This design comes from an exercise in tuning for small area on the open sky130 flow, not from production work.
The RTL was checked by simulation tests, not by an equivalence proof against the original design.

==> inputs of sierra <==
==> flow/design.v (excerpt) <==
module gaussian_blur (
  input  logic        clk,
  input  logic        rst_n,
  input  logic [7:0]  pixel_in,
  input  logic        pixel_vld,
  output logic [7:0]  pixel_out,
  output logic        pixel_vld_out
);
  localparam int IMG_W = 32;
  localparam int IMG_H = 24;
  logic [7:0] tap32, tap64;
  window_gen #(.DATA_W(8), .IMG_W(IMG_W)) win0 (
    .clk      (clk),
    .pixel_vld(pixel_vld),
    .pixel_in (pixel_in),
    .tap32    (tap32),
    .tap64    (tap64)
  );
  logic [8:0]  cs_s;
  logic [9:0]  cs_c;
  logic [10:0] rc0;
  logic [9:0]  vin;
  assign cs_s[0] = tap64[0] ^ pixel_in[0];
  assign cs_c[0] = 1'b0;
  assign cs_c[1] = tap64[0] & pixel_in[0];
  for (genvar i = 1; i < 8; i++) begin : g_csa0
    assign {cs_c[i+1], cs_s[i]} = tap64[i] + pixel_in[i] + tap32[i-1];
  end
  assign cs_s[8] = tap32[7];
  assign cs_c[9] = 1'b0;
  assign rc0[0] = 1'b0;
  for (genvar i = 0; i < 10; i++) begin : g_cpa0
    logic a;
    assign a = (i < 9) ? cs_s[i] : 1'b0;
    assign {rc0[i+1], vin[i]} = a + cs_c[i] + rc0[i];
  end
  ...
==> module gaussian_blur, before the edit <==
module gaussian_blur (
  input  logic        clk,
  input  logic        rst_n,
  input  logic [7:0]  pixel_in,
  input  logic        pixel_vld,
  output logic [7:0]  pixel_out,
  output logic        pixel_vld_out
);
  localparam int IMG_W = 32;
  localparam int IMG_H = 24;
  logic [7:0] tap32, tap64;
  window_gen #(.DATA_W(8), .IMG_W(IMG_W)) win0 (
    .clk      (clk),
    .pixel_vld(pixel_vld),
    .pixel_in (pixel_in),
    .tap32    (tap32),
    .tap64    (tap64)
  );
  logic [8:0]  cs_s;
  logic [9:0]  cs_c;
  logic [10:0] rc0;
  logic [9:0]  vin;
  assign cs_s[0] = tap64[0] ^ pixel_in[0];
  assign cs_c[0] = 1'b0;
  assign cs_c[1] = tap64[0] & pixel_in[0];
  for (genvar i = 1; i < 8; i++) begin : g_csa0
    assign {cs_c[i+1], cs_s[i]} = tap64[i] + pixel_in[i] + tap32[i-1];
  end
  assign cs_s[8] = tap32[7];
  assign cs_c[9] = 1'b0;
  assign rc0[0] = 1'b0;
  for (genvar i = 0; i < 10; i++) begin : g_cpa0
    logic a;
    assign a = (i < 9) ? cs_s[i] : 1'b0;
    assign {rc0[i+1], vin[i]} = a + cs_c[i] + rc0[i];
  end
  logic [9:0] v0, v1, v2;
  always_ff @(posedge clk) begin
    if (pixel_vld) begin
      v0 <= vin;
      v1 <= v0;
      v2 <= v1;
    end
  end
  logic [11:0] sum;
  logic [10:0] ss_s;
  logic [11:0] ss_c;
  logic [12:0] rc1;
  assign ss_s[0] = v2[0] ^ v0[0];
  assign ss_c[0] = 1'b0;
  assign ss_c[1] = v2[0] & v0[0];
  for (genvar i = 1; i < 10; i++) begin : g_csa1
    assign {ss_c[i+1], ss_s[i]} = v2[i] + v0[i] + v1[i-1];
  end
  assign ss_s[10] = v1[9];
  assign ss_c[11] = 1'b0;
  assign rc1[0] = 1'b0;
  for (genvar i = 0; i < 12; i++) begin : g_cpa1
    logic a;
    assign a = (i < 11) ? ss_s[i] : 1'b0;
    assign {rc1[i+1], sum[i]} = a + ss_c[i] + rc1[i];
  end
  logic [1:0] vld_pipe;
  always_ff @(posedge clk or negedge rst_n) begin
    if (!rst_n) begin
      vld_pipe      <= 2'b0;
      pixel_vld_out <= 1'b0;
    end else begin
      vld_pipe      <= {vld_pipe[0], pixel_vld};
      pixel_vld_out <= vld_pipe[1];
    end
  end
  logic [$clog2(IMG_W)-1:0] col_cnt;
  logic [$clog2(IMG_H)-1:0] row_cnt;
  always_ff @(posedge clk or negedge rst_n) begin
    if (!rst_n) begin
      col_cnt <= '0;
      row_cnt <= '0;
    end else if (vld_pipe[1]) begin
      col_cnt <= col_cnt + 1'b1;
      if (&col_cnt)
        row_cnt <= (row_cnt == 5'(IMG_H-1)) ? '0 : row_cnt + 1'b1;
    end
  end
  always_ff @(posedge clk) begin
    if (row_cnt == 0)
      pixel_out <= sum[9:2];
    else
      pixel_out <= sum[11:4];
  end
endmodule
export LEC_CHECK = 0
export CAP_MARGIN = 20
export CORE_MARGIN = 2
export CORE_UTILIZATION = 40
export SLEW_MARGIN = 20
create_clock -name core_clock -period 5.0 [get_ports {clk}]
standard.sh (not shown) runs the stock make flow with config.mk's settings and CLKGATE_MAP_FILE= SYNTH_SCRIPT=/design/flow/synth_recipe.tcl, a recipe that flattens the netlist after the stock synthesis.
==> flow/flow/run.sh <==
#!/bin/bash
# Own layout flow: the standard ORFS flow with small port buffers and a
# lean clock tree (no dummy clock loads). Tool output goes to standard.log.
set -euo pipefail
export BUFFER_PORTS_ARGS="-buffer_cell sky130_fd_sc_hd__buf_1"
export CTS_ARGS="-sink_clustering_enable -repair_clock_nets -dont_use_dummy_load -buf_list sky130_fd_sc_hd__clkbuf_8 -sink_clustering_size 22 -sink_clustering_max_diameter 50 -balance_levels"
bash standard.sh > standard.log 2>&1
==> fjord: changes against sierra <==
--- a/flow/design.v
+++ b/flow/design.v
@@ -93,12 +93,12 @@
   end
-  logic [$clog2(IMG_W)-1:0] col_cnt;
-  logic [$clog2(IMG_H)-1:0] row_cnt;
+  logic [7:0] pos;
+  logic [1:0] third;
   always_ff @(posedge clk or negedge rst_n) begin
     if (!rst_n) begin
-      col_cnt <= '0;
-      row_cnt <= '0;
+      pos   <= '0;
+      third <= '0;
     end else if (vld_pipe[1]) begin
-      col_cnt <= col_cnt + 1'b1;
-      if (&col_cnt)
-        row_cnt <= (row_cnt == 5'(IMG_H-1)) ? '0 : row_cnt + 1'b1;
+      pos <= pos + 1'b1;
+      if (&pos)
+        third <= (third == 2'd2) ? 2'd0 : third + 1'b1;
     end
@@ -106,3 +106,3 @@
   always_ff @(posedge clk) begin
-    if (row_cnt == 0)
+    if (pos[7:5] == 3'd0 && third == 2'd0)
       pixel_out <= sum[9:2];
==> flow/flow/run.sh (replaced) <==
#!/bin/bash
# Own layout flow: the standard ORFS flow (standard.sh) with
#  - small port buffers,
#  - the pixel_vld fanout driven by a few location-clustered buffers
#    (flow/vld_tree.tcl, run after global placement),
#  - a lean clock tree: no dummy clock loads, small root/branch buffers.
# make and the ORFS step logs (orfs/logs/...) hold each tool's output;
# standard.log holds what standard.sh prints.
set -euo pipefail
export BUFFER_PORTS_ARGS="-buffer_cell sky130_fd_sc_hd__buf_1"
export CTS_ARGS="-sink_clustering_enable -repair_clock_nets -dont_use_dummy_load -buf_list sky130_fd_sc_hd__clkbuf_8 -root_buf sky130_fd_sc_hd__clkbuf_2 -tree_buf sky130_fd_sc_hd__clkbuf_2 -sink_clustering_buffer sky130_fd_sc_hd__clkbuf_8 -sink_clustering_size 20 -sink_clustering_max_diameter 80"
export POST_GLOBAL_PLACE_TCL="$PWD/flow/vld_tree.tcl"
export VLD_TREE_K=4
export VLD_TREE_CELL=sky130_fd_sc_hd__buf_6
bash standard.sh > standard.log 2>&1
==> flow/flow/vld_tree.tcl (new file) <==
# Post-global-placement hook: rebuild the buffer tree on pixel_vld (the
# shift-register enables). The buffers that placement's timing repair put on
# the net are removed, the port buffer is sized back down, and the loads are
# split by location over a few buffers placed at their clusters' centres.
set block [ord::get_db_block]
set dbu [$block getDbUnitsPerMicron]
set pnet [[$block findBTerm pixel_vld] getNet]
set pbuf ""
foreach it [$pnet getITerms] {
  if { [$it isInputSignal] } { set pbuf [$it getInst] }
}
# buffers below the port buffer
set tree {}
set front [list [[$pbuf findITerm X] getNet]]
while { [llength $front] > 0 } {
  set next {}
  foreach net $front {
    foreach it [$net getITerms] {
      if { ![$it isInputSignal] } { continue }
      set inst [$it getInst]
      set lc [get_lib_cells -of_objects [get_cells [$inst getName]]]
      if { [get_property $lc is_buffer] } {
        lappend tree [$inst getName]
        lappend next [[$inst findITerm X] getNet]
      }
    }
  }
  set front $next
}
if { [llength $tree] > 0 } {
  remove_buffers {*}$tree
}
replace_cell [get_cells [$pbuf getName]] sky130_fd_sc_hd__buf_1
set onet [[$pbuf findITerm X] getNet]
set loads {}
foreach it [$onet getITerms] {
  if { [$it isInputSignal] } {
    set bb [[$it getInst] getBBox]
    lappend loads [list [expr {([$bb xMin] + [$bb xMax]) / 2}] \
      [expr {([$bb yMin] + [$bb yMax]) / 2}] \
      "[[$it getInst] getName]/[[$it getMTerm] getName]"]
  }
}
set n [llength $loads]
set k $::env(VLD_TREE_K)
set cols [expr {int(ceil(sqrt($k)))}]
set rows [expr {int(ceil(double($k) / $cols))}]
set byx [lsort -integer -index 0 $loads]
set per_col [expr {int(ceil(double($n) / $cols))}]
set g 0
for {set c 0} {$c < $cols} {incr c} {
  set colset [lsort -integer -index 1 \
    [lrange $byx [expr {$c * $per_col}] [expr {($c + 1) * $per_col - 1}]]]
  set m [llength $colset]
  if { $m == 0 } { continue }
  set per_row [expr {int(ceil(double($m) / $rows))}]
  for {set r 0} {$r < $rows} {incr r} {
    set grp [lrange $colset [expr {$r * $per_row}] [expr {($r + 1) * $per_row - 1}]]
    if { [llength $grp] == 0 } { continue }
    set sx 0
    set sy 0
    set pins {}
    foreach l $grp {
      set sx [expr {$sx + [lindex $l 0]}]
      set sy [expr {$sy + [lindex $l 1]}]
      lappend pins [get_pins [lindex $l 2]]
    }
    set x [expr {double($sx) / [llength $grp] / $dbu}]
    set y [expr {double($sy) / [llength $grp] / $dbu}]
    insert_buffer -buffer_cell $::env(VLD_TREE_CELL) -net [get_nets [$onet getName]] \
      -load_pins $pins -location [list $x $y] -buffer_name vldbuf_$g
    incr g
  }
}
puts "vld_tree: removed [llength $tree] buffers; $n loads of pixel_vld split over $g $::env(VLD_TREE_CELL) buffers"
- CORE_UTILIZATION: 40 -> 60
==> nickel: changes against sierra <==
==> flow/flow/run.sh (replaced) <==
#!/bin/bash
# Own layout flow: the standard ORFS flow with small port buffers and a
# lean clock tree (no dummy clock loads). Tool output goes to standard.log.
set -euo pipefail
export BUFFER_PORTS_ARGS="-buffer_cell sky130_fd_sc_hd__buf_1"
export CTS_ARGS="-sink_clustering_enable -repair_clock_nets -dont_use_dummy_load -buf_list sky130_fd_sc_hd__clkbuf_8 -sink_clustering_size 24 -sink_clustering_max_diameter 60"
bash standard.sh > standard.log 2>&1
- CORE_UTILIZATION: 40 -> 70
==> run notes <==
status=timing/DRC/antenna clean; clock root buffer=clkbuf_8; Synth top area share=around nine tenths; worst slew pin tran=between 800 and 900 ps; met2 wire length=just under 8000 um; clock skew=59.89 ps; die height=approximately 210 um; Tmin final=4767 ps
[end of results for sierra]
==> run notes <==
clock skew=61.76 ps; Synth top area share=91.77%; status=timing/DRC/antenna clean; worst slew pin tran=1026 ps; clock root buffer=clkbuf_2; Tmin final=4844 ps
[end of results for fjord]
==> run notes <==
worst slew pin tran=929.5 ps; clock root buffer=clkbuf_8; met2 wire length=around 8600 um; status=timing/DRC/antenna clean; die height=between 150 and 200 um
[end of results for nickel]

-- re-timing with driven ports --
The flow's constraints put no driver on any port. The routed layouts listed below were extracted and timed again, unchanged, in two steps. Step 1, drivers: a clkbuf_16 drives clk and a buf_2 each remaining input, both assumed. Step 2 moves the port delays by t, midway between the first and last clock arrival at a register: inputs arrive t later, outputs are due t later. That takes back most of the time a late clock gives input paths. Slacks: no drivers / after step 1 / after step 2; pairs: no drivers / after step 1.
| run | t, ns | setup slack, ns | cell pins on the clock port's net |
|---|---|---|---|
| sierra | 0.600 | 0.233 / 0.233 / -0.111 | 1 |
| fjord | 0.801 | 0.156 / 0.156 / -0.090 | 1 |
| nickel | 0.568 | 0.163 / 0.163 / -0.161 | 1 |
With both steps, setup timing fails in every run listed, where it was met with ideal ports. For sierra, which loses most, drivers alone change the setup slack by 0.000 ns; drivers and shift together by -0.344 ns.
